This is an optimization exercise on Yosys and OpenROAD, whose aim is small area and a short achievable clock period, not a production implementation. Where RTL was checked, it was by simulation tests only, not by an equivalence proof against the original. Only the layout flow was run in runs 1 to 5; the RTL was not checked for function there.

$ cat design/flow/run.sh
#!/bin/bash
# synth_recipe.tcl (not shown) runs the flow's synth.tcl, then flattens the netlist and writes it again
# the make line also repeats each setting of config.mk as NAME=value (left out here)
make -C /OpenROAD-flow-scripts/flow DESIGN_CONFIG=/design/flow/config.mk WORK_HOME=/design/flow/orfs CLKGATE_MAP_FILE= SYNTH_SCRIPT=/design/flow/synth_recipe.tcl finish
$ cat design/flow/design.v
module cordic_unit #(
    parameter int          SHIFT = 0,
    parameter logic [15:0] TAN   = 16'h0,
    parameter int          ZWI   = 16,
    parameter int          ZWO   = 16
) (
    input  logic                   clk,
    input  logic signed [15:0]     x_i,
    input  logic signed [15:0]     y_i,
    input  logic        [15:0]     z_i,
    output logic signed [15:0]     x_o,
    output logic signed [15:0]     y_o,
    output logic        [15:0]     z_o
);
    logic [ZWO-1:0] z_r;
    assign z_o = 16'(z_r);
    logic        neg;
    logic [15:0] ys, xs;
    assign neg = z_i[ZWI-1];
    assign ys  = 16'(y_i >>> SHIFT) ^ {16{~neg}};
    assign xs  = 16'(x_i >>> SHIFT) ^ {16{neg}};
    always_ff @(posedge clk) begin
        x_o <= x_i + ys + {15'd0, ~neg};
        y_o <= y_i + xs + {15'd0, neg};
        z_r <= neg ? ZWO'(z_i) + ZWO'(TAN) : ZWO'(z_i) - ZWO'(TAN);
    end
endmodule
module cordic (
    input  logic        clk,
    input  logic        rst_n,
    input  logic [15:0] angle_i,
    output logic [15:0] sine_o,
    output logic [15:0] cosine_o
);
    localparam int K = 5;
    function automatic int ZW(input int i);
        case (i)
            0: ZW = 16;  1: ZW = 14;  2: ZW = 14;  3: ZW = 13;  4: ZW = 12;
            5: ZW = 11;  6: ZW = 10;  7: ZW = 9;   8: ZW = 8;   9: ZW = 7;
            10: ZW = 6;  11: ZW = 5;  default: ZW = 4;
        endcase
    endfunction
    function automatic logic [15:0] TAN(input int i);
        case (i)
            0: TAN = 16'h2000;  1: TAN = 16'h12E4;  2: TAN = 16'h09FB;  3: TAN = 16'h0511;
            4: TAN = 16'h028B;  5: TAN = 16'h0145;  6: TAN = 16'h00a2;  7: TAN = 16'h0051;
            8: TAN = 16'h0028;  9: TAN = 16'h0014; 10: TAN = 16'h000a; 11: TAN = 16'h0005;
            12: TAN = 16'h0002; 13: TAN = 16'h0001; default: TAN = 16'h0000;
        endcase
    endfunction
    function automatic logic [31:0] START(input logic [K:0] idx);
        logic [31:0] xy;
        case (idx)
            6'd0: xy = 32'hf1f7_7f1e;
            6'd1: xy = 32'h01e7_7fe2;
            6'd2: xy = 32'h11b0_7eaa;
            6'd3: xy = 32'h2152_7b7a;
            6'd4: xy = 32'h2f70_76c5;
            6'd5: xy = 32'h3dda_6ff1;
            6'd6: xy = 32'h4b36_6770;
            6'd7: xy = 32'h5780_5d46;
            6'd8: xy = 32'h5d46_5780;
            6'd9: xy = 32'h6770_4b36;
            6'd10: xy = 32'h6ff1_3dda;
            6'd11: xy = 32'h76c5_2f70;
            6'd12: xy = 32'h7b7a_2152;
            6'd13: xy = 32'h7eaa_11b0;
            6'd14: xy = 32'h7fe2_01e7;
            6'd15: xy = 32'h7f1e_f1f7;
            6'd16: xy = 32'h80e4_f1f5;
            6'd17: xy = 32'h8020_01e5;
            6'd18: xy = 32'h8157_11ad;
            6'd19: xy = 32'h8485_2151;
            6'd20: xy = 32'h893a_2f6e;
            6'd21: xy = 32'h900e_3dda;
            6'd22: xy = 32'h988f_4b36;
            6'd23: xy = 32'ha2b9_5782;
            6'd24: xy = 32'ha880_5d46;
            6'd25: xy = 32'hb4ca_6772;
            6'd26: xy = 32'hc226_6ff1;
            6'd27: xy = 32'hd090_76c7;
            6'd28: xy = 32'hdeae_7b7a;
            6'd29: xy = 32'hee50_7eac;
            6'd30: xy = 32'hfe19_7fe2;
            6'd31: xy = 32'h0e09_7f20;
            6'd32: xy = 32'h0e0d_80e0;
            6'd33: xy = 32'hfe1b_801e;
            6'd34: xy = 32'hee52_8155;
            6'd35: xy = 32'hdeae_8485;
            6'd36: xy = 32'hd092_8939;
            6'd37: xy = 32'hc226_900f;
            6'd38: xy = 32'hb4ca_988e;
            6'd39: xy = 32'ha87e_a2ba;
            6'd40: xy = 32'ha2ba_a87e;
            6'd41: xy = 32'h988e_b4ca;
            6'd42: xy = 32'h900f_c226;
            6'd43: xy = 32'h8939_d092;
            6'd44: xy = 32'h8485_deae;
            6'd45: xy = 32'h8155_ee52;
            6'd46: xy = 32'h801e_fe1b;
            6'd47: xy = 32'h80e0_0e0d;
            6'd48: xy = 32'h7f20_0e09;
            6'd49: xy = 32'h7fe2_fe19;
            6'd50: xy = 32'h7eac_ee50;
            6'd51: xy = 32'h7b7a_deae;
            6'd52: xy = 32'h76c7_d090;
            6'd53: xy = 32'h6ff1_c226;
            6'd54: xy = 32'h6772_b4ca;
            6'd55: xy = 32'h5d46_a880;
            6'd56: xy = 32'h5782_a2b9;
            6'd57: xy = 32'h4b36_988f;
            6'd58: xy = 32'h3dda_900e;
            6'd59: xy = 32'h2f6e_893a;
            6'd60: xy = 32'h2151_8485;
            6'd61: xy = 32'h11ad_8157;
            6'd62: xy = 32'h01e5_8020;
            6'd63: xy = 32'hf1f5_80e4;
            default: xy = 32'h0;
        endcase
        START = xy;
    endfunction
    logic signed [15:0] z0;
    logic signed [13:0] z1, z2;
    logic signed [12:0] z3;
    assign z0 = {angle_i[15], angle_i[15], angle_i[13:0]};
    assign z1 = z0[15] ? z0[13:0] + 14'sh2000 : z0[13:0] - 14'sh2000;
    assign z2 = z1[13] ? z1 + 14'(TAN(1)) : z1 - 14'(TAN(1));
    assign z3 = z2[13] ? z2[12:0] + 13'(TAN(2)) : z2[12:0] - 13'(TAN(2));
    logic [1:0]  q_r;
    logic        d1_r, d2_r;
    logic [12:0] z3_r;
    always_ff @(posedge clk) begin
        q_r  <= angle_i[15:14];
        d1_r <= z1[13];
        d2_r <= z2[13];
        z3_r <= z3;
    end
    logic signed [11:0] z4;
    logic signed [10:0] z5;
    logic        [31:0] xy5;
    assign z4  = z3_r[12] ? z3_r[11:0] + 12'(TAN(3)) : z3_r[11:0] - 12'(TAN(3));
    assign z5  = z4[11]   ? z4[10:0] + 11'(TAN(4))   : z4[10:0] - 11'(TAN(4));
    assign xy5 = START({q_r, d1_r, d2_r, z3_r[12], z4[11]});
    logic [15:0] x5_r, y5_r;
    logic [10:0] z5_r;
    always_ff @(posedge clk) begin
        x5_r <= xy5[31:16];
        y5_r <= xy5[15:0];
        z5_r <= z5;
    end
    wire [15:0] x_w [K:16];
    wire [15:0] y_w [K:16];
    wire [15:0] z_w [K:16];
    assign x_w[K] = x5_r;
    assign y_w[K] = y5_r;
    assign z_w[K] = {5'd0, z5_r};
    genvar i;
    generate
        for (i = K; i < 16; i++) begin : g_it
            cordic_unit #(.SHIFT(i), .TAN(TAN(i)), .ZWI(ZW(i)), .ZWO(ZW(i+1)))
            u (
                .clk (clk),
                .x_i (x_w[i]),
                .y_i (y_w[i]),
                .z_i (z_w[i]),
                .x_o (x_w[i+1]),
                .y_o (y_w[i+1]),
                .z_o (z_w[i+1])
            );
        end
    endgenerate
    assign sine_o   = y_w[16];
    assign cosine_o = x_w[16];
endmodule
module cordic_angle_acc (
    input  logic        clk,
    input  logic        rst_n,
    input  logic [7:0]  freq_i,
    output logic [15:0] angle_o
);
    logic [7:0]  f1, f2, f3;
    logic [31:0] inc;
    logic [31:0] acc;
    logic [43:0] prod;
    assign prod    = {36'd0, f3} * 44'hC6980C68B;
    assign angle_o = acc[31:16];
    always_ff @(posedge clk, negedge rst_n) begin
        if (!rst_n) begin
            f1  <= 0;
            f2  <= 0;
            f3  <= 0;
            inc <= 0;
            acc <= 0;
        end else begin
            f1  <= freq_i;
            f2  <= f1;
            f3  <= f2;
            inc <= prod[43:12];
            acc <= acc + inc;
        end
    end
endmodule
module ddfs (
    input  logic        clk,
    input  logic        rst_n,
    input  logic [7:0]  freq_i,
    output logic [15:0] sine_o,
    output logic [15:0] cosine_o
);
    logic [15:0] angle;
    cordic_angle_acc ANG_ACC (
        .clk     (clk),
        .rst_n   (rst_n),
        .freq_i  (freq_i),
        .angle_o (angle)
    );
    cordic CORDIC_CORE (
        .clk      (clk),
        .rst_n    (rst_n),
        .angle_i  (angle),
        .sine_o   (sine_o),
        .cosine_o (cosine_o)
    );
endmodule
$ cat design/flow/constraint.sdc
create_clock -name core_clock -period 8.0 [get_ports {clk}]
set_input_delay 1.6000 -clock core_clock [delete_from_list [all_inputs] [get_ports {clk}]]
set_output_delay 1.6000 -clock core_clock [all_outputs]
set_load 0.01 [all_outputs]
$ cat design/flow/config.mk
export PLATFORM = sky130hd
export DESIGN_NAME = ddfs
export DESIGN_NICKNAME = ddfs
export VERILOG_FILES = /design/flow/design.v
export SDC_FILE = /design/flow/constraint.sdc
export NUM_CORES = 4
export LEC_CHECK = 0
export CAP_MARGIN = 20
export CORE_MARGIN = 2
export CORE_UTILIZATION = 45
export PLACE_DENSITY = 0.6
export SLEW_MARGIN = 20
==> results of run 1 <==
==> sequential cells by signal, indices dropped and copies added (netlist names) <==
register                flops
CORDIC_CORE.g_it.u.x_o    176
CORDIC_CORE.g_it.u.y_o    176
ANG_ACC.f1                  8
CORDIC_CORE.d1_r            1
CORDIC_CORE.y5_r           16
CORDIC_CORE.d2_r            1
ANG_ACC.acc                32
ANG_ACC.f3                  8
ANG_ACC.inc                32
CORDIC_CORE.g_it.u.z_r     55
CORDIC_CORE.z3_r           13
CORDIC_CORE.x5_r           16
CORDIC_CORE.q_r             2
CORDIC_CORE.z5_r           11
ANG_ACC.f2                  8
==> layer usage <==
layer,up-vias,part of all wire (%)
met3,151,3.3
li1,13951,-
met4,0,3.3
met2,427,49
met5,-,0
met1,12239,45
==> area by class of cell <==
cell class	count	area, um2
Fill cell	7474	39900
Multi-Input combinational cell	3061	23700
Inverter	217	815
Timing Repair Buffer	60	551
Tap cell	1060	1330
Sequential cell	555	11600
Clock buffer	104	2120
Clock inverter	21	239
==> metrics by stage <==
stage	setup WS, ns	cell area [um2]	util (%)	std cells
after floorplan	3.49	36400	-	3909
after global placement	3.01	38000	47.3	4953
after detailed placement	2.96	38000	47.3	4953
after CTS	2.93	40300	50.2	5078
after global routing	2.44	40300	50.3	5078
final	2.88	40300	50.3	5078
==> how the worst min path moves through the flow <==
stage / startpoint / to / slack (ns) / depth (start not counted)
floorplan: CORDIC_CORE.g_it[9].u.z_r[0]$_DFF_P_ / CORDIC_CORE.g_it[10].u.z_r[0]$_DFF_P_ / 0.31 / 0
global placement: CORDIC_CORE.g_it[5].u.z_r[0]$_DFF_P_ / CORDIC_CORE.g_it[6].u.z_r[0]$_DFF_P_ / 0.31 / 0
detailed placement: CORDIC_CORE.g_it[11].u.z_r[0]$_DFF_P_ / CORDIC_CORE.g_it[12].u.z_r[0]$_DFF_P_ / 0.31 / 0
CTS: CORDIC_CORE.g_it[11].u.z_r[0]$_DFF_P_ / CORDIC_CORE.g_it[12].u.z_r[0]$_DFF_P_ / 0.33 / 0
global route: CORDIC_CORE.g_it[7].u.z_r[1]$_DFF_P_ / CORDIC_CORE.g_it[8].u.z_r[1]$_DFF_P_ / 0.33 / 0
finish: CORDIC_CORE.g_it[7].u.z_r[1]$_DFF_P_ / CORDIC_CORE.g_it[8].u.z_r[1]$_DFF_P_ / 0.32 / 0
==> logic make-up after synthesis <==
family / share of synthesized area, %
simple gates: 12.1
compound gates: 17.6
mux: 1.05
flops: 31.7
buf+inv: 3.15
fa+ha+maj: 21.0
xor+xnor: 13.5
==> worst max-delay path: cells and delay by family (launching register included) <==
family / cells / cell delay (ns)
compound gates: 10 / 1.85
xor+xnor: 1 / 0.14
fa+ha+maj: 2 / 0.88
buf+inv: 4 / 1.38
flops: 1 / 0.31
simple gates: 2 / 0.50
==> layout by cell type (no fill, tap or decap), types with 24 or more instances in the layout <==
cell type and instances:
clkbuf_16 73, a21oi_1 333, clkdlybuf4s50_1 40, xnor2_1 394, nand2_1 191, o21ai_0 128, inv_1 215, dfrtp_1 88
a31oi_1 38, nand2b_1 58, and3_1 41, dfxtp_1 464, ha_1 514, a31o_2 24, o21bai_1 65, nand3_1 101
nor2_1 336, o211ai_1 47, nor3_1 116, a211oi_1 28, xor2_1 164, a21o_1 93, fa_1 60
==> summary.md, run 1 <==
| Metric | Value |
|---|---|
| Avg WL per Cell | 15.0 um |
| R2R depth | 19 |
| Cts hold-fix bufs | 0 |
| Area leader, netlist | dfxtp_1 |
| Post-synthesis sequential area ratio | 31.7% |
| Crit-path max FO | 24 |
| Max stage delay on crit path | 0.50 ns |
| Clk pin slew, worst setup/hold paths | 0.06 ns |
| CTS Root Cell | clkbuf_16 |
| Final RePlAce weighted congestion | 0.867 |
| Fraction of layout cells with a size suffix above 1 | 6.00% |
| Ys async rst share | 15.9% |
| DRT Wirelength | 75.9 mm |
| Cell Rows | 104 |
| Nets@finish | 4548 |
| Crit start category | register |
| CTS Buf Count | 69 |
| Unrepaired setup endpoints after global routing | false |
| Initial Utilization | 45.4% |
| Worst endpoint required time | 8.55 ns |
| Syn_nets | 4493 |
| Drt initial violations | 1448 |
| Bufs on Longest Clock Path | 3 |
| Initial antenna violation count | 0 |
| Met3 Use GR | 2.72% |
| Final hold violations | 0 |
| GR Layer Usage met2 | 32.5% |
| Reg-to-Reg End | CORDIC_CORE.z5_r[9]$_DFF_P_ |
| Final period utilization | 64.0% |
| Cell with the most instances after synthesis | ha_1 |
| GRT Max-Usage Layer | met2 |
| First-pass GRT wire length | 124 mm |
| CP Cell Sequence | buf_4 -> inv_1 -> ha_1 -> a211oi_2 -> o21ai_1 -> a41oi_1 -> a21oi_2 -> xnor2_2 -> buf_4 -> inv_1 -> ha_1 -> o21ai_0 -> a21boi_1 -> o21ai_0 -> a21boi_1 -> o21ai_0 -> a21boi_0 -> or4_1 -> nand3_1 |
| Skew-Pair Late Insertion Delay | 0.61 ns |
| Vias in the first global route | 25602 |
| Ys flop type | dfxtp_1 |
| Most used cell, CP | o21ai_0 |
| Number of diodes | 0 |
| Largest net degree at the start of global routing | 91 |
| Synth top area share | 25.7% |
| Vias | 26768 |
| Fmax | 195 MHz |
| Synth top area cells | dfxtp_1 (26%), ha_1 (18%), xnor2_1 (9.5%) |
| Post-Syn Area | 36400 um2 |
| MaxCap Viol Count | 0 |
| Slew of the pin with the lowest slew margin | 1.01 ns |
| Routed Antenna Nets | 0 |
| CP endpoint kind | register |
| CP Capture Point | CORDIC_CORE.z5_r[9]$_DFF_P_ |
| Total GRT Usage | 18.1% |
| Max-slew violations | 0 |
| Flops & latches, synth | 555 |
| Worst R2R Setup Slack | 2.88 ns |
| Max-Slew Margin vs Limit | 32.2% |
| Status | timing/DRC/antenna clean |
| Die footprint | 83200 um2 |
| Clock tree from TritonCTS | done |
| DR vias/cell | 5.27 |
| Distinct cells, synth | 86 |
| Worst r2r src | CORDIC_CORE.z3_r[12]$_DFF_P_ |
| Synth cell count leaders | ha_1 (514), dfxtp_1 (467), xnor2_1 (395), nor2_1 (336), a21oi_1 (333) |
| CP arrival | 5.67 ns |
| Core ar. | 80300 um2 |
| Worst Hold Class | reg -> reg |
| Post-Syn Instances | 3909 |
| Port buffer count | 41 |
| H-Tree Level Count | 3 |
| Final setup viols | 0 |
| Post-synth EDFFs | 0 |
| Min cycle time layout | 5.12 ns |
| Die height | 289 um |
| Die W | 289 um |
| DP HPWL | 58.8 mm |
| Drt pass-1 iters | 6 |
| Crit path kind | reg -> reg |
| Average cell area after synthesis | 9.32 um2 |
| Post-CTS Setup Repair Bufs | 0 |
| Clock sink count | 555 |
| Skew final | 0.0271 ns |
| YS warnings | 13 |
| Ports | 42 |
| DRC viols | 0 |
| GRT met1 Usage | 21.9% |
| Hold slack final | 0.325 ns |
| Synth-to-layout area growth | 10.8% |
| Post-cts repair resize count | 0 |
| Slowest cell on crit path | ha_1 |
| GR Overflow Total | 0 |
| Post-Route Setup TNS | 0 ns |
| Crit path launch | CORDIC_CORE.z3_r[12]$_DFF_P_ |
==> inputs of run 2 (changes only) <==
--- a/design/flow/config.mk
+++ b/design/flow/config.mk
@@ -11,2 +11,3 @@
 export PLACE_DENSITY = 0.6
+export SETUP_SLACK_MARGIN = 5
 export SLEW_MARGIN = 20
==> run 2 against run 1 <==
Net effect: first-iteration DRC count is 7.3% lower; via count is 5.4% higher; critical endpoint is now ANG_ACC.inc[30]$_DFF_PN0_; largest cell class unchanged; hold slack worse by 0.00075 ns; highest routed layer unchanged.
==> summary.md, run 2 <==
| Metric | Value |
|---|---|
| DR vias/cell | 5.32 |
| CTS Buf Count | 68 |
| Final setup viols | 0 |
| Ys async rst share | 15.9% |
| Die footprint | 83200 um2 |
| MaxCap Viol Count | 0 |
| Clk pin slew, worst setup/hold paths | 0.06 ns |
| Post-synthesis sequential area ratio | 31.7% |
| DRT Wirelength | 83.1 mm |
| Post-synth EDFFs | 0 |
| Hold Startpoint | CORDIC_CORE.g_it[7].u.z_r[2]$_DFF_P_ |
| Area leader, netlist | dfxtp_1 |
| Die height | 289 um |
| Number of diodes | 0 |
| Crit path kind | reg -> reg |
| DP HPWL | 59.0 mm |
| Cell Rows | 104 |
| Total GRT Usage | 19.2% |
| Status | timing/DRC/antenna clean |
| CP Cell Sequence | buf_4 -> ha_4 -> ha_1 -> inv_1 -> fa_1 -> fa_1 -> inv_1 -> ha_4 -> a21oi_4 -> o211ai_1 -> or3b_1 -> and3_4 -> o31ai_4 -> a21oi_4 -> a221o_1 -> a21boi_2 -> xnor2_1 |
| Avg WL per Cell | 15.7 um |
| Syn_nets | 4493 |
| Synth cell count leaders | ha_1 (514), dfxtp_1 (467), xnor2_1 (395), nor2_1 (336), a21oi_1 (333) |
| Vias | 28220 |
| Fin util | 56.2% |
| Slowest cell on crit path | fa_1 |
| Hold EP | CORDIC_CORE.g_it[8].u.z_r[2]$_DFF_P_ |
| Min cycle time layout | 4.22 ns |
| Post-Syn Instances | 3909 |
| Fraction of layout cells with a size suffix above 1 | 20.1% |
| Skew-Pair Late Insertion Delay | 0.62 ns |
| Initial antenna violation count | 0 |
| Reg-to-Reg End | ANG_ACC.inc[30]$_DFF_PN0_ |
| Core ar. | 80300 um2 |
| First-pass GRT wire length | 132 mm |
| Average cell area after synthesis | 9.32 um2 |
| Synth top area cells | dfxtp_1 (26%), ha_1 (18%), xnor2_1 (9.5%) |
| CTS Root Cell | clkbuf_16 |
| Final RePlAce weighted congestion | 0.881 |
| Worst Hold Path Cells | 0 |
| Drt initial violations | 1342 |
| Cts hold-fix bufs | 0 |
| Max-Slew Margin vs Limit | 20.0% |
| Worst endpoint required time | 8.53 ns |
| Skew final | 0.0295 ns |
| Most frequent cells in the layout | ha_1 (464), dfxtp_1 (440), xnor2_1 (378), nor2_1 (313), a21oi_1 (246) |
| H-Tree Level Count | 3 |
| Crit start category | register |
| Filler cell count in the final layout | 6930 |
| Ys flop type | dfxtp_1 |
| CP arrival | 4.75 ns |
| CP endpoint kind | register |
| Most common cell after layout, fill and taps aside | ha_1 |
| Clock tree from TritonCTS | done |
| Bufs on Longest Clock Path | 3 |
| Clock sink count | 555 |
| DRC viols | 0 |
| Cell with the most instances after synthesis | ha_1 |
| Initial Utilization | 45.4% |
| Post-Route Setup TNS | 0 ns |
| Nets@finish | 4774 |
| Final period utilization | 52.8% |
| Ports | 42 |
| Flops & latches, synth | 555 |
| Routed Antenna Nets | 0 |
| Final hold violations | 0 |
| Hold slack final | 0.324 ns |
| YS warnings | 13 |
| Worst Hold Class | reg -> reg |
| Max-slew violations | 0 |
| Worst R2R Setup Slack | 3.78 ns |
| Synth-to-layout area growth | 23.9% |
| Top flop regs | CORDIC_CORE.g_it.u.x_o x176, CORDIC_CORE.g_it.u.y_o x176, CORDIC_CORE.g_it.u.z_r x55 |
| Vias in the first global route | 26999 |
| Distinct cells, synth | 86 |
| Max stage delay on crit path | 0.49 ns |
| Drt pass-1 iters | 5 |
| R2R depth | 17 |
| Synth top area share | 25.7% |
| Die W | 289 um |
| Crit-path max FO | 6 |
| Post-Syn Area | 36400 um2 |
| Port buffer count | 41 |
| GR Overflow Total | 0 |
| Worst r2r src | ANG_ACC.f3[6]$_DFF_PN0_ |
| Fmax | 237 MHz |
| Slew of the pin with the lowest slew margin | 1.20 ns |
| Largest net degree at the start of global routing | 101 |
| Unrepaired setup endpoints after global routing | true |
run 2: routing by layer:
layer / up-vias / share of wire, % / wire, um / track usage, %
met2: 510 / 51 / 42500 / 34.9
met4: 0 / 3.8 / 3140 / 7.47
li1: 14408 / - / - / -
met1: 13121 / 42 / 34800 / 22.7
met5: - / 0 / 0 / 0
met3: 181 / 3.2 / 2660 / 2.70
run 2: how the worst max path moves through the flow:
stage                            startpoint  cells past startpoint                          end
6_report            ANG_ACC.f3[6]$_DFF_PN0_                     17    ANG_ACC.inc[30]$_DFF_PN0_
5_1_grt             ANG_ACC.f3[7]$_DFF_PN0_                     17    ANG_ACC.inc[30]$_DFF_PN0_
4_1_cts             ANG_ACC.f3[6]$_DFF_PN0_                     18    ANG_ACC.inc[30]$_DFF_PN0_
3_5_place_dp   CORDIC_CORE.z3_r[12]$_DFF_P_                     18  CORDIC_CORE.z5_r[9]$_DFF_P_
3_3_place_gp   CORDIC_CORE.z3_r[12]$_DFF_P_                     18  CORDIC_CORE.z5_r[9]$_DFF_P_
2_1_floorplan       ANG_ACC.f3[6]$_DFF_PN0_                     19    ANG_ACC.inc[30]$_DFF_PN0_
run 2: kinds of logic (layout without fill, tap and decap cells):
family,after synthesis,after routing,share of synthesized area (%)
flops,555,555,31.7
fa+ha+maj,574,574,21.0
mux,31,31,1.05
xor+xnor,560,560,13.5
buf+inv,293,628,3.15
simple gates,947,947,12.1
compound gates,949,949,17.6
run 2: timing repair:
action | 4_1_cts | 5_1_grt
cloned | 2 | 2
setup buffers | 122 | 106
endpoints found under the setup margin | 216 | 128
resized for setup | 313 | 226
pin swaps | 137 | 152
run 2: critical path, delay by kind of cell, from the launching register on:
family	cells	cell delay, ns
and+or+nand+nor	2	0.58
buffers and inverters	3	0.32
adders and majority gates	5	1.66
AOI/OAI and AO/OA	6	1.05
DFF	1	0.42
xor gates and xnor gates	1	0.12
run 2: cell type report:
type / count / area (um2) / area share (%)
multi-input cells: 3061 / 26300 / 58.3
flip-flops and latches: 555 / 11600 / 25.8
repair buffers: 287 / 2670 / 5.91
clock buffers: 95 / 1950 / 4.33
well taps: 1060 / 1330 / 2.94
inverters: 217 / 861 / 1.91
clock inverters: 29 / 398 / 0.882
run 2: stage by stage:
step	instance area, um2	std cells	setup slack (ns)
finish	45100	5304	3.78
CTS	43200	5196	3.78
floorplan	37200	3909	3.74
detailed placement	38600	4948	3.20
global route	45100	5304	3.63
global placement	38600	4948	3.22
==> inputs of run 3 (changes only) <==
--- a/design/flow/design.v
+++ b/design/flow/design.v
@@ -121,24 +121,60 @@
     endfunction
-    logic signed [15:0] z0;
-    logic signed [13:0] z1, z2;
-    logic signed [12:0] z3;
-    assign z0 = {angle_i[15], angle_i[15], angle_i[13:0]};
-    assign z1 = z0[15] ? z0[13:0] + 14'sh2000 : z0[13:0] - 14'sh2000;
-    assign z2 = z1[13] ? z1 + 14'(TAN(1)) : z1 - 14'(TAN(1));
-    assign z3 = z2[13] ? z2[12:0] + 13'(TAN(2)) : z2[12:0] - 13'(TAN(2));
+    logic signed [13:0] z1;
+    assign z1 = {~angle_i[13], angle_i[12:0]};
+    logic d1, d2, d3, d4;
+    logic [1:0] s2;
+    logic [3:0] s3;
+    logic [7:0] s4;
+    assign d1 = z1[13];
+    assign s2[0] = z1 < 15'sd4836;
+    assign s2[1] = z1 < -15'sd4836;
+    assign s3[0] = z1 < 15'sd7391;
+    assign s3[1] = z1 < 15'sd2281;
+    assign s3[2] = z1 < -15'sd2281;
+    assign s3[3] = z1 < -15'sd7391;
+    assign s4[0] = z1 < 15'sd8688;
+    assign s4[1] = z1 < 15'sd6094;
+    assign s4[2] = z1 < 15'sd3578;
+    assign s4[3] = z1 < 15'sd984;
+    assign s4[4] = z1 < -15'sd984;
+    assign s4[5] = z1 < -15'sd3578;
+    assign s4[6] = z1 < -15'sd6094;
+    assign s4[7] = z1 < -15'sd8688;
+    assign d2 = s2[d1];
+    assign d3 = s3[{d1, d2}];
+    assign d4 = s4[{d1, d2, d3}];
     logic [1:0]  q_r;
-    logic        d1_r, d2_r;
-    logic [12:0] z3_r;
+    logic        d1_r, d2_r, d3_r, d4_r;
+    logic [13:0] z1_r;
     always_ff @(posedge clk) begin
         q_r  <= angle_i[15:14];
-        d1_r <= z1[13];
-        d2_r <= z2[13];
-        z3_r <= z3;
-    end
-    logic signed [11:0] z4;
-    logic signed [10:0] z5;
-    logic        [31:0] xy5;
-    assign z4  = z3_r[12] ? z3_r[11:0] + 12'(TAN(3)) : z3_r[11:0] - 12'(TAN(3));
-    assign z5  = z4[11]   ? z4[10:0] + 11'(TAN(4))   : z4[10:0] - 11'(TAN(4));
-    assign xy5 = START({q_r, d1_r, d2_r, z3_r[12], z4[11]});
+        d1_r <= d1;
+        d2_r <= d2;
+        d3_r <= d3;
+        d4_r <= d4;
+        z1_r <= z1;
+    end
+    logic [10:0] z5;
+    logic [31:0] xy5;
+    always_comb begin
+        case ({d1_r, d2_r, d3_r, d4_r})
+            4'd0: z5 = 11'(z1_r - 14'sd9339);
+            4'd1: z5 = 11'(z1_r - 14'sd8037);
+            4'd2: z5 = 11'(z1_r - 14'sd6745);
+            4'd3: z5 = 11'(z1_r - 14'sd5443);
+            4'd4: z5 = 11'(z1_r - 14'sd4229);
+            4'd5: z5 = 11'(z1_r - 14'sd2927);
+            4'd6: z5 = 11'(z1_r - 14'sd1635);
+            4'd7: z5 = 11'(z1_r - 14'sd333);
+            4'd8: z5 = 11'(z1_r + 14'sd333);
+            4'd9: z5 = 11'(z1_r + 14'sd1635);
+            4'd10: z5 = 11'(z1_r + 14'sd2927);
+            4'd11: z5 = 11'(z1_r + 14'sd4229);
+            4'd12: z5 = 11'(z1_r + 14'sd5443);
+            4'd13: z5 = 11'(z1_r + 14'sd6745);
+            4'd14: z5 = 11'(z1_r + 14'sd8037);
+            4'd15: z5 = 11'(z1_r + 14'sd9339);
+        endcase
+    end
+    assign xy5 = START({q_r, d1_r, d2_r, d3_r, d4_r});
     logic [15:0] x5_r, y5_r;
@@ -180,21 +216,78 @@
 );
-    logic [7:0]  f1, f2, f3;
-    logic [31:0] inc;
-    logic [31:0] acc;
-    logic [43:0] prod;
-    assign prod    = {36'd0, f3} * 44'hC6980C68B;
-    assign angle_o = acc[31:16];
+    localparam logic [35:0] C = 36'hC6980C68B;
+    function automatic logic [43:0] TL(input logic [3:0] n);   
+        case (n)
+            4'd0: TL = 44'h00000000000;
+            4'd1: TL = 44'h00c6980c68b;
+            4'd2: TL = 44'h018d3018d16;
+            4'd3: TL = 44'h0253c8253a1;
+            4'd4: TL = 44'h031a6031a2c;
+            4'd5: TL = 44'h03e0f83e0b7;
+            4'd6: TL = 44'h04a7904a742;
+            4'd7: TL = 44'h056e2856dcd;
+            4'd8: TL = 44'h0634c063458;
+            4'd9: TL = 44'h06fb586fae3;
+            4'd10: TL = 44'h07c1f07c16e;
+            4'd11: TL = 44'h088888887f9;
+            4'd12: TL = 44'h094f2094e84;
+            4'd13: TL = 44'h0a15b8a150f;
+            4'd14: TL = 44'h0adc50adb9a;
+            4'd15: TL = 44'h0ba2e8ba225;
+        endcase
+    endfunction
+    function automatic logic [43:0] TH(input logic [3:0] n);   
+        case (n)
+            4'd0: TH = 44'h00000000000;
+            4'd1: TH = 44'h0c6980c68b0;
+            4'd2: TH = 44'h18d3018d160;
+            4'd3: TH = 44'h253c8253a10;
+            4'd4: TH = 44'h31a6031a2c0;
+            4'd5: TH = 44'h3e0f83e0b70;
+            4'd6: TH = 44'h4a7904a7420;
+            4'd7: TH = 44'h56e2856dcd0;
+            4'd8: TH = 44'h634c0634580;
+            4'd9: TH = 44'h6fb586fae30;
+            4'd10: TH = 44'h7c1f07c16e0;
+            4'd11: TH = 44'h88888887f90;
+            4'd12: TH = 44'h94f2094e840;
+            4'd13: TH = 44'ha15b8a150f0;
+            4'd14: TH = 44'hadc50adb9a0;
+            4'd15: TH = 44'hba2e8ba2250;
+        endcase
+    endfunction
+    logic [7:0]  f0, f1, f2;
+    logic [15:0] inc_lo, inc_hi;
+    logic        c_a, c_lo;
+    logic [15:0] acc_lo, acc_hi;
+    logic [43:0] u1h, u1l, u2h, u2l;
+    logic [28:0] s_lo;
+    logic [16:0] a_lo;
+    assign u1h  = TH(f1[7:4]);
+    assign u1l  = TL(f1[3:0]);
+    assign u2h  = TH(f2[7:4]);
+    assign u2l  = TL(f2[3:0]);
+    assign s_lo = {1'b0, u1h[27:0]} + {1'b0, u1l[27:0]};
+    assign a_lo = {1'b0, acc_lo} + {1'b0, inc_lo};
+    assign angle_o = acc_hi;
     always_ff @(posedge clk, negedge rst_n) begin
         if (!rst_n) begin
-            f1  <= 0;
-            f2  <= 0;
-            f3  <= 0;
-            inc <= 0;
-            acc <= 0;
+            f0     <= 0;
+            f1     <= 0;
+            f2     <= 0;
+            inc_lo <= 0;
+            c_a    <= 0;
+            inc_hi <= 0;
+            acc_lo <= 0;
+            c_lo   <= 0;
+            acc_hi <= 0;
         end else begin
-            f1  <= freq_i;
-            f2  <= f1;
-            f3  <= f2;
-            inc <= prod[43:12];
-            acc <= acc + inc;
+            f0     <= freq_i;
+            f1     <= f0;
+            f2     <= f1;
+            inc_lo <= s_lo[27:12];
+            c_a    <= s_lo[28];
+            inc_hi <= u2h[43:28] + u2l[43:28] + {15'd0, c_a};
+            acc_lo <= a_lo[15:0];
+            c_lo   <= a_lo[16];
+            acc_hi <= acc_hi + inc_hi + {15'd0, c_lo};
         end
--- a/design/flow/config.mk
+++ b/design/flow/config.mk
@@ -11,3 +11,2 @@
 export PLACE_DENSITY = 0.6
-export SETUP_SLACK_MARGIN = 5
 export SLEW_MARGIN = 20
==> run 3 against run 2 <==
Net effect: still clean on timing, DRC and antenna; critical endpoint is now ANG_ACC.inc_lo[14]$_DFF_PN0_; hold slack got worse by 0.0043 ns; sequential share of layout area up 3.8 points; fmax up 2.8%.
==> summary.md, run 3 <==
| Metric | Value |
|---|---|
| Clock tree from TritonCTS | done |
| DRT Wirelength | 75.8 mm |
| Metal2 WL | 38.1 mm |
| Clock sink count | 557 |
| Avg WL per Cell | 14.9 um |
| First-pass GRT wire length | 126 mm |
| Post-Route Setup TNS | 0 ns |
| Number of diodes | 0 |
| Max-slew violations | 0 |
| Post-synth EDFFs | 0 |
| Filler cell count in the final layout | 7442 |
| Worst endpoint required time | 8.46 ns |
| Crit start category | register |
| Crit path kind | reg -> reg |
| Initial Utilization | 45.2% |
| DP HPWL | 57.7 mm |
| Layout Cells excl Fill | 5073 |
| DP Area | 37000 um2 |
| DRC viols | 0 |
| Drt initial violations | 1521 |
| Final RePlAce weighted congestion | 0.923 |
| Drt pass-1 iters | 6 |
| Final instance area | 39300 um2 |
| Final period utilization | 51.3% |
| YS warnings | 13 |
| WL met3 | 2.58 mm |
| Slowest cell on crit path | dfrtp_1 |
| CP Cell Sequence | inv_1 -> ha_1 -> nand2b_1 -> nand3_1 -> o21ai_0 -> ha_1 -> o21ai_0 -> a211oi_1 -> o311a_1 -> o31a_1 -> o2111ai_1 -> a21oi_2 -> mux2i_1 -> o311ai_1 -> xnor2_1 |
| DR top layer | met4 |
| Unrepaired setup endpoints after global routing | false |
| M1 WL | 32.3 mm |
| DR vias/cell | 5.35 |
| Cell Rows | 103 |
| Max stage delay on crit path | 0.67 ns |
| Min cycle time layout | 4.11 ns |
| Area leader, netlist | dfxtp_1 |
| Slew of the pin with the lowest slew margin | 0.971 ns |
| Synth cell count leaders | dfxtp_1 (467), ha_1 (451), xnor2_1 (355), nor2_1 (306), a21oi_1 (291) |
| Multi-input logic area | 22700 um2 |
| Top flop regs | CORDIC_CORE.g_it.u.x_o x176, CORDIC_CORE.g_it.u.y_o x176, CORDIC_CORE.g_it.u.z_r x55 |
| CP arrival | 4.57 ns |
| H-Tree Level Count | 3 |
| Ys async rst share | 16.2% |
| Post-CTS Setup Repair Bufs | 0 |
| Clk pin slew, worst setup/hold paths | 0.06 ns |
| Vias | 27138 |
| Final hold violations | 0 |
| Max-Slew Margin vs Limit | 35.2% |
| Core ar. | 78600 um2 |
| Post-synthesis sequential area ratio | 32.7% |
| Post-cts repair resize count | 0 |
| Post-Syn Area | 35500 um2 |
| Vias in the first global route | 26052 |
| CTS Buf Count | 69 |
| Largest net degree at the start of global routing | 95 |
| Ys flop type | dfxtp_1 |
| GR Overflow Total | 0 |
| Most frequent cells in the layout | dfxtp_1 (464), ha_1 (451), xnor2_1 (354), nor2_1 (306), a21oi_1 (291) |
| Fmax | 243 MHz |
| Bufs on Longest Clock Path | 3 |
| Cts hold-fix bufs | 0 |
| Cell with the most instances after synthesis | dfxtp_1 |
| Worst Hold Class | reg -> reg |
| Routed Antenna Nets | 0 |
| Die W | 285 um |
| Synth-to-layout area growth | 10.7% |
| Flops & latches, synth | 557 |
| Average cell area after synthesis | 9.01 um2 |
| Syn_nets | 4438 |
| Distinct cells, synth | 81 |
| Initial antenna violation count | 0 |
| Crit-path max FO | 14 |
| Ports | 42 |
| Skew-Pair Late Insertion Delay | 0.60 ns |
| Die footprint | 81200 um2 |
| CTS Root Cell | clkbuf_16 |
| Sequential cell area | 11600 um2 |
| Fraction of layout cells with a size suffix above 1 | 5.20% |
| Post-Syn Instances | 3941 |
| Synth top area cells | dfxtp_1 (26%), ha_1 (16%), xnor2_1 (8.8%) |
| Die height | 285 um |
| Skew final | 0.0346 ns |
| MaxCap Viol Count | 0 |
| Total GRT Usage | 18.5% |
| Final setup viols | 0 |
| Post-Place Cells | 4949 |
| Nets@finish | 4467 |
| Status | timing/DRC/antenna clean |
| Synth top area share | 26.3% |
| Most common cell after layout, fill and taps aside | dfxtp_1 |
| CP endpoint kind | register |
| Port buffer count | 41 |
-- run 3: worst max-delay path, delay by kind of cell (launching register included) --
kind                     cells  cell delay [ns]
adder cells (fa/ha/maj)      2             0.78
buffers and inverters        1             0.20
AO/OA/AOI/OAI                8             1.63
flip-flops                   1             0.67
AND/OR/NAND/NOR              2             0.33
XOR/XNOR                     1             0.16
multiplexers                 1             0.22
-- run 3: logic make-up after synthesis --
kind of cell / count (synthesis) / share of synthesized area (%)
DFF: 557 / 32.7
AOI/OAI and AO/OA: 1010 / 18.5
and+or+nand+nor: 1013 / 13.4
muxes: 42 / 1.49
buffers and inverters: 321 / 3.43
adders and majority gates: 487 / 17.9
xor gates and xnor gates: 511 / 12.6
-- run 3: layout make-up --
type | count | area share [%]
sequential | 557 | 29.5
inverter | 217 | 2.07
multi-input combinational | 3063 | 57.8
clock inverter | 22 | 0.589
tap | 1050 | 3.34
timing repair buffer | 62 | 1.44
clock buffer | 102 | 5.27
-- run 3: path summary, 6_finish.rpt --
check | start | to | slack (ns) | cells after the start
setup / recovery | ANG_ACC.f1[4]$_DFF_PN0_ | ANG_ACC.inc_lo[14]$_DFF_PN0_ | 3.89 | 15
hold / removal | CORDIC_CORE.g_it[7].u.z_r[0]$_DFF_P_ | CORDIC_CORE.g_it[8].u.z_r[0]$_DFF_P_ | 0.32 | 0
setup reg to reg | ANG_ACC.f1[4]$_DFF_PN0_ | ANG_ACC.inc_lo[14]$_DFF_PN0_ | 3.89 | 15
hold reg to reg | CORDIC_CORE.g_it[7].u.z_r[0]$_DFF_P_ | CORDIC_CORE.g_it[8].u.z_r[0]$_DFF_P_ | 0.32 | 0
max in group asynchronous | rst_n | ANG_ACC.acc_lo[8]$_DFF_PN0_ | 5.94 | 2
min in group asynchronous | rst_n | ANG_ACC.inc_hi[11]$_DFF_PN0_ | 0.91 | 1
-- run 3: routing by layer --
layer	vias to the layer above	GRT usage (%)
met5	-	0
met4	0	7.30
met3	172	2.54
met2	514	34.1
met1	12403	21.5
li1	14049	-
-- run 3: through the flow --
stage	setup WS, ns	util, %	hold slack (ns)
6_report	3.89	50.0	0.320
3_5_place_dp	3.94	47.1	0.313
2_1_floorplan	4.27	-	0.310
3_3_place_gp	4.02	47.1	0.311
5_1_grt	3.51	50.0	0.332
4_1_cts	3.94	50.0	0.322
==> inputs of run 4 (changes only) <==
--- a/design/flow/config.mk
+++ b/design/flow/config.mk
@@ -11,2 +11,3 @@
 export PLACE_DENSITY = 0.6
+export SETUP_SLACK_MARGIN = 5
 export SLEW_MARGIN = 20
==> run 4 against run 3 <==
Net effect: hold slack better by 0.0063 ns; global-route usage hardly changed; wire length is 4.8% higher; sequential cell count stayed put; synthesized cell count stayed put.
==> summary.md, run 4 <==
| Metric | Value |
|---|---|
| Status | timing/DRC/antenna clean |
| Nets@finish | 4611 |
| Core ar. | 78600 um2 |
| Distinct cells, synth | 81 |
| Crit path kind | reg -> reg |
| Clock sink count | 557 |
| Cell with the most instances after synthesis | dfxtp_1 |
| Worst endpoint required time | 8.51 ns |
| Vias in the first global route | 26155 |
| Most used cell, CP | ha_4 |
| Drt pass-1 iters | 5 |
| Top flop regs | CORDIC_CORE.g_it.u.x_o x176, CORDIC_CORE.g_it.u.y_o x176, CORDIC_CORE.g_it.u.z_r x55 |
| MaxCap Viol Count | 0 |
| Die footprint | 81200 um2 |
| Skew final | 0.0365 ns |
| DRT Wirelength | 79.4 mm |
| Slowest cell on crit path | mux4_2 |
| Hold EP | CORDIC_CORE.g_it[8].u.z_r[1]$_DFF_P_ |
| Most frequent cells in the layout | dfxtp_1 (443), ha_1 (429), xnor2_1 (340), nor2_1 (303), nand2_1 (246) |
| Ys flop type | dfxtp_1 |
| Flops & latches, synth | 557 |
| YS warnings | 13 |
| CTS Buf Count | 61 |
| Reg-to-Reg End | ANG_ACC.inc_lo[14]$_DFF_PN0_ |
| Max-Slew Margin vs Limit | 39.1% |
| Min cycle time layout | 3.32 ns |
| Post-synthesis sequential area ratio | 32.7% |
| Syn_nets | 4438 |
| Most common cell after layout, fill and taps aside | dfxtp_1 |
| Largest net degree at the start of global routing | 91 |
| Worst r2r src | ANG_ACC.f1[0]$_DFF_PN0_ |
| Ports | 42 |
| Fraction of layout cells with a size suffix above 1 | 14.0% |
| Cts hold-fix bufs | 0 |
| Final setup viols | 0 |
| DP HPWL | 57.1 mm |
| Number of diodes | 0 |
| Metal2 WL | 40.7 mm |
| Bufs on Longest Clock Path | 3 |
| Worst R2R Setup Slack | 4.68 ns |
| CTS Root Cell | clkbuf_16 |
| Final RePlAce weighted congestion | 0.888 |
| Skew-Pair Late Insertion Delay | 0.66 ns |
| Filler cell count in the final layout | 7136 |
| Post-Route Setup TNS | 0 ns |
| DR vias/cell | 5.38 |
| Average cell area after synthesis | 9.01 um2 |
| Final instance area | 42000 um2 |
| CP Buf/Inv Count | 1 |
| Clock tree from TritonCTS | done |
| CP arrival | 3.84 ns |
| Total GRT Usage | 18.5% |
| Ys async rst share | 16.2% |
| Worst Hold Path Cells | 0 |
| Unrepaired setup endpoints after global routing | true |
| CP endpoint kind | register |
| Area leader, netlist | dfxtp_1 |
| Worst Hold Class | reg -> reg |
| M1 WL | 32.7 mm |
| Clk pin slew, worst setup/hold paths | 0.06 ns |
| DP Area | 37200 um2 |
| Post-synth EDFFs | 0 |
| First-pass GRT wire length | 126 mm |
| Cell Rows | 103 |
| Synth top area cells | dfxtp_1 (26%), ha_1 (16%), xnor2_1 (8.8%) |
| H-Tree Level Count | 2 |
| Slew of the pin with the lowest slew margin | 0.912 ns |
| Initial antenna violation count | 0 |
| DR top layer | met4 |
| Post-Syn Area | 35500 um2 |
| Family with the most delay on the worst path | compound AO/OA/AOI/OAI gates |
| Synth top area share | 26.3% |
| Port buffer count | 41 |
| Hold slack final | 0.326 ns |
| Final hold violations | 0 |
| Synth-to-layout area growth | 18.2% |
| Vias | 28093 |
| Crit start category | register |
| Final period utilization | 41.5% |
| Avg WL per Cell | 15.2 um |
| Max stage delay on crit path | 0.50 ns |
| Die height | 285 um |
| Max-slew violations | 0 |
| Initial Utilization | 45.2% |
| Routed Antenna Nets | 0 |
| Crit-path max FO | 4 |
| DRC viols | 0 |
| CP Cell Sequence | buf_4 -> ha_4 -> mux4_2 -> ha_4 -> nand4_1 -> a211oi_2 -> o311a_1 -> o31a_1 -> o2111ai_2 -> a21oi_4 -> mux2i_1 -> o311ai_1 -> xnor2_1 |
| WL met3 | 3.15 mm |
| Drt initial violations | 1547 |
| Hold Startpoint | CORDIC_CORE.g_it[7].u.z_r[1]$_DFF_P_ |
| GR Overflow Total | 0 |
| Fmax | 301 MHz |
| R2R depth | 13 |
| Die W | 285 um |
| Synth cell count leaders | dfxtp_1 (467), ha_1 (451), xnor2_1 (355), nor2_1 (306), a21oi_1 (291) |
| Post-Syn Instances | 3941 |
-- run 4: cell types whose count changed in the layout (fill, tap and decap cells not counted), sizes merged --
cell | previous run | this run
buf | 22 | 169
clkdlybuf4s50 | 40 | 8
dlygate4sd2 | 0 | 32
clkbuf | 102 | 89
bufinv | 3 | 10
inv | 217 | 213
clkinvlp | 3 | 6
bufbuf | 0 | 2
clkinv | 16 | 18
-- run 4: what timing repair did --
action                                  in CTS  in global routing
cloned                                       2                  3
pin swaps                                   47                 88
setup buffers                               87                 68
endpoints found under the setup margin     155                 90
resized for setup                          172                140
-- run 4: cell type report --
| class | instances | area [um2] | area share (%) |
|---|---|---|---|
| clock inverter | 30 | 489 | 1.17 |
| inverter | 217 | 837 | 1.99 |
| clock buffer | 86 | 1730 | 4.12 |
| multi-input combinational | 3063 | 24000 | 57.1 |
| tap | 1050 | 1310 | 3.13 |
| timing repair buffer | 214 | 1910 | 4.55 |
| sequential | 557 | 11700 | 27.9 |
-- run 4: cell families (layout without fill, tap and decap cells) --
kind of cell / count (synthesis) / count (layout) / share of synthesized area, %
adder cells (fa/ha/maj): 487 / 487 / 17.9
flip-flops: 557 / 557 / 32.7
buffers and inverters: 321 / 547 / 3.43
AND/OR/NAND/NOR: 1013 / 1013 / 13.4
AO/OA/AOI/OAI: 1010 / 1010 / 18.5
XOR/XNOR: 511 / 511 / 12.6
multiplexers: 42 / 42 / 1.49
-- run 4: worst register-to-register path: cells and delay by family (launching register included) --
family | cells | cell delay [ns]
xor+xnor | 1 | 0.14
fa+ha+maj | 2 | 0.47
compound gates | 6 | 1.18
simple gates | 1 | 0.11
buf+inv | 1 | 0.15
flops | 1 | 0.44
mux | 2 | 0.70
-- run 4: metal layers --
layer | global-route usage, % | vias to the layer above
li1 | - | 14351
met5 | 0 | -
met2 | 34.8 | 566
met1 | 21.4 | 12978
met4 | 6.70 | 0
met3 | 2.26 | 198
-- run 4: how the worst max path moves through the flow --
stage                     slack [ns]                                  from                               endpoint  cells after the start
after floorplan                 4.76  CORDIC_CORE.g_it[5].u.z_r[9]$_DFF_P_  CORDIC_CORE.g_it[6].u.x_o[14]$_DFF_P_                     13
final                           4.68               ANG_ACC.f1[0]$_DFF_PN0_           ANG_ACC.inc_lo[14]$_DFF_PN0_                     13
after CTS                       4.69               ANG_ACC.f1[0]$_DFF_PN0_           ANG_ACC.inc_lo[14]$_DFF_PN0_                     13
after global placement          4.13               ANG_ACC.f1[3]$_DFF_PN0_           ANG_ACC.inc_lo[14]$_DFF_PN0_                     13
after global routing            4.53               ANG_ACC.f1[1]$_DFF_PN0_           ANG_ACC.inc_lo[14]$_DFF_PN0_                     13
after detailed placement        4.13               ANG_ACC.f1[4]$_DFF_PN0_           ANG_ACC.inc_lo[14]$_DFF_PN0_                     15
-- run 4: per-stage QoR --
stage,instances,setup WS [ns],util [%]
floorplan,3941,4.76,-
global placement,4941,4.13,47.3
detailed placement,4941,4.13,47.3
CTS,5146,4.69,51.8
global route,5217,4.53,53.4
finish,5217,4.68,53.4
==> inputs of run 5 (changes only) <==
--- a/design/flow/config.mk
+++ b/design/flow/config.mk
@@ -7,2 +7,3 @@
 export LEC_CHECK = 0
+export ABC_AREA = 1
 export CAP_MARGIN = 20
@@ -11,3 +12,2 @@
 export PLACE_DENSITY = 0.6
-export SETUP_SLACK_MARGIN = 5
 export SLEW_MARGIN = 20
==> run 5 against run 4 <==
Net effect: still clean on timing, DRC and antenna; first-iteration DRC count is 6.4% higher; global-route usage is 3.2 points higher; synthesized cell count is 13% higher; sequential cell count stayed put; register-to-register slack worse by 0.34 ns; core utilization is 2.9 points lower; critical path depth stayed put; critical path type unchanged.
==> summary.md, run 5 <==
| Metric | Value |
|---|---|
| Post-cts repair resize count | 0 |
| YS warnings | 13 |
| Vias in the first global route | 28567 |
| Post-Syn Instances | 4473 |
| Worst path depth | 13 |
| Die W | 287 um |
| Distinct cells, synth | 63 |
| Post-CTS Setup Repair Bufs | 0 |
| Drt initial violations | 1646 |
| Die height | 287 um |
| Metal2 WL | 42.3 mm |
| Top flop regs | CORDIC_CORE.g_it.u.x_o x176, CORDIC_CORE.g_it.u.y_o x176, CORDIC_CORE.g_it.u.z_r x55 |
| Synth top area cells | dfxtp_1 (26%), ha_1 (16%), xor2_1 (9.6%) |
| Area leader, netlist | dfxtp_1 |
| Max-Slew Margin vs Limit | 33.2% |
| Die footprint | 82600 um2 |
| Worst Hold Class | reg -> reg |
| DR top layer | met4 |
| Final period utilization | 45.8% |
| Xor-xnor portion of the synthesized cell area | 13.2% |
| Ports | 42 |
| Crit start category | register |
| Bufs on Longest Clock Path | 3 |
| Initial antenna violation count | 0 |
| Nets@finish | 5037 |
| First-pass GRT wire length | 146 mm |
| Ys flop type | dfxtp_1 |
| WL met3 | 3.34 mm |
| CTS Root Cell | clkbuf_16 |
| Crit-path max FO | 12 |
| MaxCap Viol Count | 0 |
| R2R depth | 13 |
| Synth top area share | 25.9% |
| Fmax | 273 MHz |
| Synth cell count leaders | nand2_1 (828), dfxtp_1 (467), ha_1 (451), a21oi_1 (437), xor2_1 (398) |
| Post-synthesis sequential area ratio | 32.1% |
| CP arrival | 4.15 ns |
| H-Tree Level Count | 3 |
| Largest net degree at the start of global routing | 81 |
| Mux cell area share after synthesis | 0% |
| Setup slack after placement | 4.38 ns |
| Status | timing/DRC/antenna clean |
| Core ar. | 79300 um2 |
| Most common cell after layout, fill and taps aside | nand2_1 |
| Ys async rst share | 16.2% |
| Clock tree from TritonCTS | done |
| Average cell area after synthesis | 8.08 um2 |
| DR vias/cell | 5.24 |
| Skew final | 0.0118 ns |
| Final worst slack | 4.34 ns |
| Routed Antenna Nets | 0 |
| Cell with the most instances after synthesis | nand2_1 |
| GR Overflow Total | 0 |
| DP HPWL | 71.2 mm |
| Post-synth EDFFs | 0 |
| Worst endpoint required time | 8.49 ns |
| CP Cell Sequence | inv_1 -> ha_1 -> nor2_1 -> inv_1 -> nand2_1 -> nand4_1 -> nand2_1 -> ha_1 -> a21oi_1 -> o21ai_0 -> a31oi_1 -> o21ai_0 -> xor2_1 |
| Avg WL per Cell | 15.9 um |
| Final RePlAce weighted congestion | 0.953 |
| Compound-Gate Fraction of Synth Area | 15.9% |
| Initial Utilization | 45.6% |
| Hold slack final | 0.326 ns |
| Fraction of layout cells with a size suffix above 1 | 4.22% |
| Fin util | 50.5% |
| Syn_nets | 4970 |
| Flops & latches, synth | 557 |
| DRT Wirelength | 89.6 mm |
| Adder-Cell Fraction of Synth Area | 17.6% |
| DRC viols | 0 |
| Largest family of logic cells by synthesized area | adder cells |
| Drt pass-1 iters | 6 |
| Most frequent cells in the layout | nand2_1 (828), dfxtp_1 (466), ha_1 (451), a21oi_1 (437), xor2_1 (397) |
| Clock sink count | 557 |
| Crit path launch | CORDIC_CORE.d4_r$_DFF_P_ |
| Max-slew violations | 0 |
| Worst R2R Setup Slack | 4.34 ns |
| Post-Route Setup TNS | 0 ns |
| M1 WL | 40.4 mm |
| Synth-to-layout area growth | 10.6% |
| Skew-Pair Late Insertion Delay | 0.61 ns |
| Final hold violations | 0 |
| Max stage delay on crit path | 0.60 ns |
| CP Capture Point | CORDIC_CORE.z5_r[7]$_DFF_P_ |
| Reg-to-Reg End | CORDIC_CORE.z5_r[7]$_DFF_P_ |
| Post-synthesis simple-gate area fraction | 16.7% |
| Vias | 29607 |
| CTS Buf Count | 68 |
| Crit path kind | reg -> reg |
| Min cycle time layout | 3.66 ns |
| Clk pin slew, worst setup/hold paths | 0.05 ns |
| Number of diodes | 0 |
| Family with the most delay on the worst path | simple AND/OR/NAND/NOR gates |
| Cell Rows | 103 |
| Slew of the pin with the lowest slew margin | 0.999 ns |
| CP endpoint kind | register |
| Post-Syn Area | 36200 um2 |
| Cts hold-fix bufs | 0 |
| Slowest cell on crit path | dfxtp_1 |
| Port buffer count | 41 |
| Unrepaired setup endpoints after global routing | false |
| CP Buf/Inv Count | 2 |
| Final setup viols | 0 |
| Total GRT Usage | 21.7% |
| Worst r2r src | CORDIC_CORE.d4_r$_DFF_P_ |
## run 5: changes by cell type in the layout (fill, tap and decap cells not counted), sizes merged, moves of 144 or more
cell,delta
a21oi,+147
nand3,+144
inv,+154
nand2,+587
buf,-150
xor2,+242
xnor2,-210
## run 5: worst min-delay path by stage
stage                                                     start                               endpoint  slack, ns  depth (start not counted)
final                      CORDIC_CORE.g_it[7].u.z_r[0]$_DFF_P_   CORDIC_CORE.g_it[8].u.z_r[0]$_DFF_P_       0.33                          0
after global routing      CORDIC_CORE.g_it[11].u.z_r[0]$_DFF_P_  CORDIC_CORE.g_it[12].u.z_r[0]$_DFF_P_       0.33                          0
after CTS                  CORDIC_CORE.g_it[7].u.z_r[0]$_DFF_P_   CORDIC_CORE.g_it[8].u.z_r[0]$_DFF_P_       0.33                          0
after detailed placement   CORDIC_CORE.g_it[7].u.z_r[0]$_DFF_P_   CORDIC_CORE.g_it[8].u.z_r[0]$_DFF_P_       0.31                          0
after global placement     CORDIC_CORE.g_it[5].u.z_r[0]$_DFF_P_   CORDIC_CORE.g_it[6].u.z_r[0]$_DFF_P_       0.31                          0
after floorplan            CORDIC_CORE.g_it[9].u.z_r[0]$_DFF_P_  CORDIC_CORE.g_it[10].u.z_r[0]$_DFF_P_       0.31                          0
## run 5: logic make-up (layout without fill, tap and decap cells)
kind of cell / after synthesis / after routing
flops: 557 / 557
buf+inv: 427 / 549
fa+ha+maj: 487 / 487
simple gates: 1466 / 1466
compound gates: 993 / 993
xor+xnor: 543 / 543
## run 5: through the flow
step | instance area (um2) | cells
finish | 40000 | 5645
global route | 40000 | 5645
CTS | 40000 | 5644
detailed placement | 37700 | 5519
global placement | 37700 | 5519
floorplan | 36200 | 4473
## run 5: per-layer routing
metal,track usage (%),vias to the layer above
met2,37.1,656
met5,0,-
met4,8.54,0
met3,2.42,190
met1,28.0,13411
li1,-,15350
## run 5: area by class of cell
class                      instances  area (um2)
fill                            7624       39200
clock buffer                      87        1850
sequential                       557       11600
clock inverter                    38         418
inverter                         365        1370
multi-input combinational       3489       22900
tap                             1050        1310
timing repair buffer              59         547
## run 5: worst reg2reg max path, delay by kind of cell, from the launching register on
kind,cells,cell delay (ns)
AOI/OAI and AO/OA,4,0.75
xor gates and xnor gates,1,0.15
adders and majority gates,2,0.67
buffers and inverters,2,0.44
DFF,1,0.60
and+or+nand+nor,4,0.93
==> inputs of run 6 (changes only) <==
--- a/design/flow/design.v
+++ b/design/flow/design.v
@@ -258,8 +258,12 @@
     logic [7:0]  f0, f1, f2;
+    logic [1:0]  s_a;
+    logic        c_a, c_b, c_lo;
     logic [15:0] inc_lo, inc_hi;
-    logic        c_a, c_lo;
     logic [15:0] acc_lo, acc_hi;
-    logic [43:0] u1h, u1l, u2h, u2l;
-    logic [28:0] s_lo;
+    logic [43:0] u0h, u0l, u1h, u1l, u2h, u2l;
+    logic [14:0] s0;
+    logic [14:0] s1;
     logic [16:0] a_lo;
+    assign u0h  = TH(f0[7:4]);
+    assign u0l  = TL(f0[3:0]);
     assign u1h  = TH(f1[7:4]);
@@ -268,3 +272,4 @@
     assign u2l  = TL(f2[3:0]);
-    assign s_lo = {1'b0, u1h[27:0]} + {1'b0, u1l[27:0]};
+    assign s0   = {1'b0, u0h[13:0]} + {1'b0, u0l[13:0]};
+    assign s1   = {1'b0, u1h[27:14]} + {1'b0, u1l[27:14]} + {14'd0, c_a};
     assign a_lo = {1'b0, acc_lo} + {1'b0, inc_lo};
@@ -276,4 +281,6 @@
             f2     <= 0;
-            inc_lo <= 0;
+            s_a    <= 0;
             c_a    <= 0;
+            inc_lo <= 0;
+            c_b    <= 0;
             inc_hi <= 0;
@@ -285,6 +292,8 @@
             f1     <= f0;
+            s_a    <= s0[13:12];
+            c_a    <= s0[14];
             f2     <= f1;
-            inc_lo <= s_lo[27:12];
-            c_a    <= s_lo[28];
-            inc_hi <= u2h[43:28] + u2l[43:28] + {15'd0, c_a};
+            inc_lo <= {s1[13:0], s_a};
+            c_b    <= s1[14];
+            inc_hi <= u2h[43:28] + u2l[43:28] + {15'd0, c_b};
             acc_lo <= a_lo[15:0];
--- a/design/flow/config.mk
+++ b/design/flow/config.mk
@@ -11,3 +11,5 @@
 export CORE_UTILIZATION = 45
+export CTS_BUF_LIST = sky130_fd_sc_hd__clkbuf_8
 export PLACE_DENSITY = 0.6
+export SETUP_SLACK_MARGIN = 5
 export SLEW_MARGIN = 20
==> run 6 against run 5 <==
Net effect: critical path depth increased by 1; synthesized cell count fell by 1.8%; wire length is 6.0% lower; via count is 1.3% lower; core utilization rose by 0.093 points; worst setup slack better by 0.74 ns; register-to-register slack gained 0.74 ns; die area down 0.40%; largest cell class unchanged.
==> summary.md, run 6 <==
| Metric | Value |
|---|---|
| H-Tree Level Count | 3 |
| Port buffer count | 41 |
| YS warnings | 13 |
| Post-Syn Area | 36000 um2 |
| Die height | 287 um |
| Slew of the pin with the lowest slew margin | 0.959 ns |
| Crit path kind | reg -> reg |
| Slowest cell on crit path | dfxtp_4 |
| Max stage delay on crit path | 0.43 ns |
| Worst Hold Class | reg -> reg |
| Drt initial violations | 1690 |
| Ys async rst share | 16.6% |
| Synth-to-layout area growth | 11.1% |
| GRT Max-Usage Layer | met2 |
| Vias in the first global route | 28163 |
| Post-Syn Instances | 4393 |
| Routed Antenna Nets | 0 |
| GR Layer Usage met2 | 35.4% |
| Post-Route Setup TNS | 0 ns |
| Crit start category | register |
| Area leader, netlist | dfxtp_1 |
| Worst r2r src | CORDIC_CORE.d4_r$_DFF_P_ |
| GRT met1 Usage | 26.0% |
| CP Capture Point | CORDIC_CORE.z5_r[7]$_DFF_P_ |
| CTS Root Cell | clkbuf_8 |
| Worst path depth | 14 |
| Top flop regs | CORDIC_CORE.g_it.u.x_o x176, CORDIC_CORE.g_it.u.y_o x176, CORDIC_CORE.g_it.u.z_r x55 |
| Max-slew violations | 0 |
| Worst Hold Path Cells | 0 |
| Initial antenna violation count | 1 |
| Clock sink count | 560 |
| DP Area | 37500 um2 |
| Syn_nets | 4900 |
| Flops & latches, synth | 560 |
| CP Cell Sequence | clkinvlp_4 -> ha_2 -> inv_2 -> nor2_4 -> inv_1 -> nand3_1 -> nor4_2 -> inv_1 -> ha_1 -> nand2_1 -> o21ai_1 -> a31oi_2 -> o21ai_0 -> xor2_1 |
| Most common cell after layout, fill and taps aside | nand2_1 |
| Core ar. | 79100 um2 |
| Synth top area cells | dfxtp_1 (26%), ha_1 (16%), xor2_1 (9.0%) |
| Skew final | 0.0505 ns |
| Total GRT Usage | 20.3% |
| First-pass GRT wire length | 139 mm |
| DRC viols | 0 |
| Post-synthesis sequential area ratio | 32.4% |
| Max-Slew Margin vs Limit | 35.6% |
| Crit-path max FO | 12 |
| CP endpoint kind | register |
| Die footprint | 82300 um2 |
| Min cycle time layout | 2.93 ns |
| Fmax | 341 MHz |
| Final hold violations | 0 |
| DRT Wirelength | 84.3 mm |
| Largest net degree at the start of global routing | 66 |
| Fraction of layout cells with a size suffix above 1 | 7.18% |
| Unrepaired setup endpoints after global routing | true |
| MaxCap Viol Count | 0 |
| Final RePlAce weighted congestion | 0.958 |
| CP Buf/Inv Count | 4 |
| CTS Buf Count | 98 |
| DR vias/cell | 5.18 |
| Most frequent cells in the layout | nand2_1 (848), dfxtp_1 (464), ha_1 (452), a21oi_1 (392), xor2_1 (364) |
| CP arrival | 3.52 ns |
| Clk pin slew, worst setup/hold paths | 0.06 ns |
| Ports | 42 |
| Final instance area | 40000 um2 |
| Distinct cells, synth | 60 |
| Vias | 29212 |
| Die W | 287 um |
| Synth cell count leaders | nand2_1 (851), dfxtp_1 (467), ha_1 (459), a21oi_1 (396), xor2_1 (369) |
| Post-synth EDFFs | 0 |
| Status | timing/DRC/antenna clean |
| Bufs on Longest Clock Path | 3 |
| Cell with the most instances after synthesis | nand2_1 |
| Met3 Use GR | 2.75% |
| Avg WL per Cell | 15.0 um |
| Ys flop type | dfxtp_1 |
| Worst R2R Setup Slack | 5.07 ns |
| Synth top area share | 26.0% |
| R2R depth | 14 |
| Final setup viols | 0 |
| Most used cell, CP | inv_1 |
| GR Overflow Total | 0 |
| Cell Rows | 103 |
| Reg-to-Reg End | CORDIC_CORE.z5_r[7]$_DFF_P_ |
| Family with the most delay on the worst path | simple AND/OR/NAND/NOR gates |
| Drt pass-1 iters | 5 |
| Final period utilization | 36.6% |
| Initial Utilization | 45.5% |
| Skew-Pair Late Insertion Delay | 0.71 ns |
| Average cell area after synthesis | 8.20 um2 |
| Nets@finish | 5012 |
| DP HPWL | 66.0 mm |
| Clock tree from TritonCTS | done |
| Worst endpoint required time | 8.59 ns |
| Crit path launch | CORDIC_CORE.d4_r$_DFF_P_ |
run 6: cell count changes after synthesis, moves of 12 or more:
| cell | delta |
|---|---|
| a21oi_1 | -41 |
| a31oi_1 | +13 |
| inv_1 | -39 |
| nand2_1 | +23 |
| nand3_1 | +19 |
| nor3_1 | -17 |
| o21ai_0 | -30 |
| o21ai_2 | +15 |
| o21bai_1 | -12 |
| o31ai_1 | -14 |
| xnor2_1 | +30 |
| xor2_1 | -29 |
run 6: worst min-delay path by stage:
stage                                         start                               endpoint  slack (ns)
4_1_cts        CORDIC_CORE.g_it[9].u.z_r[0]$_DFF_P_  CORDIC_CORE.g_it[10].u.z_r[0]$_DFF_P_        0.31
2_1_floorplan  CORDIC_CORE.g_it[9].u.z_r[0]$_DFF_P_  CORDIC_CORE.g_it[10].u.z_r[0]$_DFF_P_        0.31
5_1_grt        CORDIC_CORE.g_it[9].u.z_r[0]$_DFF_P_  CORDIC_CORE.g_it[10].u.z_r[0]$_DFF_P_        0.33
3_5_place_dp   CORDIC_CORE.g_it[8].u.z_r[1]$_DFF_P_   CORDIC_CORE.g_it[9].u.z_r[1]$_DFF_P_        0.31
3_3_place_gp   CORDIC_CORE.g_it[7].u.z_r[1]$_DFF_P_   CORDIC_CORE.g_it[8].u.z_r[1]$_DFF_P_        0.31
6_report       CORDIC_CORE.g_it[9].u.z_r[0]$_DFF_P_  CORDIC_CORE.g_it[10].u.z_r[0]$_DFF_P_        0.32
run 6: logic make-up (layout without fill, tap and decap cells):
kind of cell    Yosys count  in the layout  synth area share (%)
simple gates           1469           1469                  16.7
fa+ha+maj               497            497                  18.1
compound gates          936            936                  15.3
xor+xnor                544            544                  13.2
flops                   560            560                  32.4
other cells               0              2                     0
buf+inv                 387            577                  4.31
run 6: final cells by class:
class                      instances  area (um2)
antenna                            2        5.00
inverter                         324        1240
tap                             1050        1310
timing repair buffer              75         639
clock buffer                     130        1790
fill                            7769       39100
clock inverter                    48         334
sequential                       560       11700
multi-input combinational       3446       23000
run 6: per-layer routing:
metal | vias to the layer above | wire length [um]
li1 | 15163 | -
met1 | 13323 | 38600
met2 | 568 | 40200
met3 | 158 | 3430
met4 | 0 | 2000
met5 | - | 0
run 6: worst reg2reg max path, cell delays in order (launching register included):
cell	delay [ns]
dfxtp_4	0.43
clkinvlp_4	0.12
ha_2	0.25
inv_2	0.13
nor2_4	0.07
inv_1	0.18
nand3_1	0.16
nor4_2	0.36
inv_1	0.09
ha_1	0.29
nand2_1	0.07
o21ai_1	0.21
a31oi_2	0.14
o21ai_0	0.20
xor2_1	0.16
run 6: repair_timing:
action,in CTS,in global routing
gates resized for setup,69,50
endpoints found under the hold margin,0,0
setup buffers,8,9
endpoints found under the setup margin,56,35
hold buffers,0,0
pin swaps,1,5
run 6: per-stage QoR:
stage	std cells	worst slack [ns]	utilization [%]	hold slack, ns
2_1_floorplan	4393	5.02	-	0.310
3_3_place_gp	5438	4.50	47.4	0.310
3_5_place_dp	5438	4.42	47.4	0.312
4_1_cts	5624	4.87	50.3	0.311
5_1_grt	5635	4.84	50.6	0.335
6_report	5635	5.07	50.6	0.317

==> afterwards: timing with drivers on the ports <==
The flow's constraints put no driver on any port. The routed layouts listed below were extracted and timed again, unchanged, in two steps. Step 1, drivers: a clkbuf_16 drives clk and a buf_2 each remaining input, both assumed. Step 2 adds t to the input delays and takes it off the output delays; t is the mean of the earliest and latest rising clock arrival at the registers after step 1. Input paths then give back, and output paths get back, about the clock's delay inside the block. a / b / c = no drivers / after step 1 / after step 2; a / b = the first two.
run | shift t [ns] | slack for setup (ns) | worst data-port slew with drivers (ns)
run 1 | 0.661 | 2.878 / 2.878 / 2.878 | 0.04
run 2 | 0.667 | 3.776 / 3.776 / 3.776 | 0.05
run 3 | 0.657 | 3.892 / 3.892 / 3.892 | 0.04
run 4 | 0.712 | 4.677 / 4.677 / 4.677 | 0.05
run 5 | 0.669 | 4.336 / 4.336 / 4.336 | 0.05
run 6 | 0.750 | 5.071 / 5.064 / 5.071 | 0.03
After both steps every run listed still meets setup and hold.
